This design comes from an exercise in tuning for small area and few clock cycles per item on the open sky130 flow, not from production work.
The RTL was checked by simulation tests, not by an equivalence proof against the original design.

Setup of umber:
==> flow/design.v <==
module CRC8(
  input  [7:0] crc_in,
  input  [7:0] data,
  output [7:0] crc_out );
  function [7:0] step;
    input [7:0] c;
    input [7:0] b;
    integer k;
    reg [7:0] r;
    begin
      r = c;
      for (k = 7; k >= 0; k = k - 1)
        r = {r[6:0], 1'b0} ^ ((b[k] ^ r[7]) ? 8'h07 : 8'h00);
      step = r;
    end
  endfunction
  assign crc_out = step(crc_in, data);
endmodule
module FIFO(
  input        clk,
  input        reset,
  input  [7:0] dataIn,
  input        we,           
  input        re,           
  output       wready,       
  output       rready,       
  output [7:0] dataOut );
  reg [2047:0] ring;
  reg [7:0]    tpos;
  reg [7:0]    hpos;
  reg          wlast;
  wire same  = (tpos == hpos);
  wire full  = same && wlast;
  wire empty = same && !wlast;
  assign wready = (tpos[3:0] == 4'd15) && !full;
  assign rready = (hpos[4:0] == 5'd0) && !empty;
  wire doWrite = we && wready;
  wire doRead  = re && rready;
  wire [7:0] rport [0:7];
  genvar k;
  generate
    for (k = 0; k < 8; k = k + 1) begin : rp
      assign rport[k] = ring[256*k +: 8];
    end
    for (k = 0; k < 256; k = k + 1) begin : st
      if (k % 32 == 0) begin : wpe
        always @(posedge clk)
          ring[8*k +: 8] <= ~((doWrite && tpos[7:4] == (k+255)%256/16) ? ~dataIn : ring[8*((k+255)%256) +: 8]);
      end else if (k % 16 == 0) begin : wpo
        always @(posedge clk)
          ring[8*k +: 8] <= ~((doWrite && tpos[7:4] == (k+255)%256/16) ? dataIn : ring[8*((k+255)%256) +: 8]);
      end else begin : sh
        always @(posedge clk)
          ring[8*k +: 8] <= ring[8*(k-1) +: 8];
      end
    end
  endgenerate
  assign dataOut = rport[hpos[7:5]];
  always @(posedge clk) begin
    if (reset) begin
      tpos  <= 8'd0;
      hpos  <= 8'd0;
      wlast <= 1'b0;
    end else begin
      tpos  <= tpos + {7'd0, !doWrite};
      hpos  <= hpos + {7'd0, !doRead};
      if (doWrite != doRead) wlast <= doWrite;
    end
  end
endmodule
module Task1B(
  input clk,
  input reset,
  input t0,
  input t1,
  input t2,
  input t3,
  input t4,
  input t5,
  input t6,
  input t7,
  input tsent,
  output reg trecieve,
  output reg tx,
  output reg [7:0] crc );
  wire [7:0] din = {t0, t1, t2, t3, t4, t5, t6, t7};
  wire       wready, rready;
  wire [7:0] fifoOut;
  wire [7:0] crcNext;
  wire accept = tsent && !trecieve && wready;
  always @(posedge clk) begin
    if (reset) begin
      trecieve <= 1'b0;
      crc      <= 8'd0;
    end else begin
      if (accept) begin
        trecieve <= 1'b1;
        crc      <= crcNext;
      end else if (!tsent) begin
        trecieve <= 1'b0;
      end
    end
  end
  CRC8 crc8(.crc_in(crc), .data(din), .crc_out(crcNext));
  reg  [2:0] sub;         
  reg        busy;        
  reg  [3:0] bitn;        
  reg        loaded;      
  reg  [7:0] sh;
  reg        par;
  wire       tick = (sub == 3'd7);
  wire       load = !loaded && (!busy || bitn[3] || (bitn == 4'd7 && tick)) && rready;
  wire       start = tick && loaded && (!busy || bitn == 4'd11);
  always @(posedge clk) begin
    if (reset) begin
      sub    <= 3'd0;
      busy   <= 1'b0;
      bitn   <= 4'd0;
      loaded <= 1'b0;
      tx     <= 1'b1;
    end else begin
      sub <= sub + 3'd1;
      if (load) begin
        sh     <= fifoOut;
        loaded <= 1'b1;
      end
      if (start) begin
        busy   <= 1'b1;
        bitn   <= 4'd0;
        loaded <= 1'b0;
        tx     <= 1'b0;
      end else if (tick && busy) begin
        bitn <= bitn + 4'd1;
        if (bitn == 4'd11) begin
          busy <= 1'b0;
        end else if (bitn[3]) begin
          tx <= (bitn == 4'd8) ? par : 1'b1;
        end else begin
          tx  <= sh[0];
          par <= (bitn == 4'd0 ? 1'b0 : par) ^ sh[0];
          if (!load) sh <= {1'b0, sh[7:1]};
        end
      end
    end
  end
  FIFO fo(
    .clk(clk), .reset(reset),
    .dataIn(din), .we(tsent && !trecieve), .re(load),
    .wready(wready), .rready(rready), .dataOut(fifoOut));
endmodule
Settings: LEC_CHECK=0, CAP_MARGIN=20, CORE_MARGIN=2, CORE_UTILIZATION=70, CTS_BUF_LIST=sky130_fd_sc_hd__clkbuf_16, CTS_CLUSTER_DIAMETER=60, CTS_CLUSTER_SIZE=32, PLACE_DENSITY=0.8, SLEW_MARGIN=20; clock period 8.0 ns.
run.sh (not shown) runs the stock make flow with config.mk's settings and CLKGATE_MAP_FILE= SYNTH_SCRIPT=/design/flow/synth_recipe.tcl, a recipe that flattens the netlist after the stock synthesis.
umber completed end to end with timing, DRC and antenna clean.
Testbench counts of umber, summed over its fixed seeds: cycles 460,976, bytes 4,800.
Here is what was changed in the inputs of pepper compared with umber.
Settings: a change of CTS_CLUSTER_SIZE from 32 to 18; a change of CTS_CLUSTER_DIAMETER from 60 to 50; a change of CTS_BUF_LIST from sky130_fd_sc_hd__clkbuf_16 to sky130_fd_sc_hd__clkbuf_8.
### Flow results
- The termination of the worst setup path comes out crc[6] in one run and fo.ring[1926] in the other, namely in pepper and umber respectively.
- Per the comparison of pepper with umber, number of stages on the worst setup path now sits lower, core utilization ~0 delta.
- Compared with umber, in pepper wire length dropped 6.0%; maximum fanout encountered on the critical timing path went down by 12.
- Critical path class: input port to flip-flop -> umber, flip-flop to output pin -> pepper
- In the tables for pepper and umber, clock tree buffer count of the final layout reads higher with pepper.
### pepper -> xenon
==> flow/flow/run.sh (new file) <==
#!/bin/bash
# Standard layout; the port buffers are the smallest buffer cell instead of
# clkdlybuf4s50_1. Each tool's output goes to standard.log.
export BUFFER_PORTS_ARGS="-buffer_cell sky130_fd_sc_hd__buf_1"
bash standard.sh > standard.log 2>&1
==> flow/standard.sh (new file) <==
#!/bin/bash
# synth_recipe.tcl (not shown) runs the flow's synth.tcl, then flattens the netlist and writes it again
# the make line also repeats each setting of config.mk as NAME=value (left out here)
make -C /OpenROAD-flow-scripts/flow DESIGN_CONFIG=/design/flow/config.mk WORK_HOME=/design/flow/orfs CLKGATE_MAP_FILE= SYNTH_SCRIPT=/design/flow/synth_recipe.tcl "${@:-finish}"
removed: flow/run.sh
--- outcome ---
- xenon: done, clean on timing, DRC and antenna
- Any difference in final worst hold slack between pepper and xenon is small enough to ignore.
- Of the two values seen for launching instance or port of the critical path, crc[6] was produced by pepper and sub[0] by xenon.
- Any difference in post-synthesis to final-layout area growth between xenon and pepper is small enough to ignore.
- xenon -> pepper: wire length on met1 flat
- xenon contains fewer vias than pepper.
- Delta (xenon minus pepper): design area roughly the same; maximum cell stage delay along the critical path dropped 0.11 ns.
What fjord does differently from xenon at the input level:
Settings: CAP_MARGIN now 0, was 20; SLEW_MARGIN now 0, was 20; CTS_CLUSTER_DIAMETER now 45, was 50; PLACE_DENSITY now 0.9, was 0.8; CTS_CLUSTER_SIZE now 20, was 18.
==> flow/run.sh (new file) <==
#!/bin/bash
# synth_recipe.tcl (not shown) runs the flow's synth.tcl, then flattens the netlist and writes it again
# the make line also repeats each setting of config.mk as NAME=value (left out here)
make -C /OpenROAD-flow-scripts/flow DESIGN_CONFIG=/design/flow/config.mk WORK_HOME=/design/flow/orfs CLKGATE_MAP_FILE= SYNTH_SCRIPT=/design/flow/synth_recipe.tcl finish
removed: flow/flow/run.sh
removed: flow/standard.sh
--- outcome ---
Going from xenon to fjord, relative slew slack shrinks by 2.3 points. Delta(shortest clock period the worst path allows after layout, fjord - xenon) > 0. Result: PASS for each of xenon and fjord. Changes observed in fjord relative to xenon: count of nets after finishing barely changed; maximum cell stage delay along the critical path climbed 0.11 ns; met1 global-route usage climbed 1.7 points.

-- separate check: timing with driven ports --
The results above use ideal ports. As a check the final layouts listed here were re-extracted and re-timed, cells and wires unchanged.
Step 1 sets driving cells, clkbuf_16 on the clock port and buf_2 on the other inputs (assumed; they add their load-dependent delay and slew).
Step 2, shift: input delay + t, output delay - t, t = (earliest + latest rising clock arrival at the registers) / 2. This alone moves slack from input paths to output paths.
a / b / c = ideal / step 1 / step 2; a / b = the first two.
| run | t (ns) | setup WS [ns] | worst setup path at the end |
|---|---|---|---|
| umber | 0.720 | 4.504 / 4.539 / 3.819 | input to register |
| pepper | 0.840 | 4.565 / 4.501 / 3.876 | input to register |
| xenon | 0.856 | 4.912 / 4.905 / 4.118 | input to register |
| fjord | 0.851 | 4.556 / 4.495 / 3.851 | input to register |
After both steps every run listed still meets setup and hold. For xenon, which loses most, drivers alone change the setup slack by -0.007 ns; drivers and shift together by -0.794 ns.
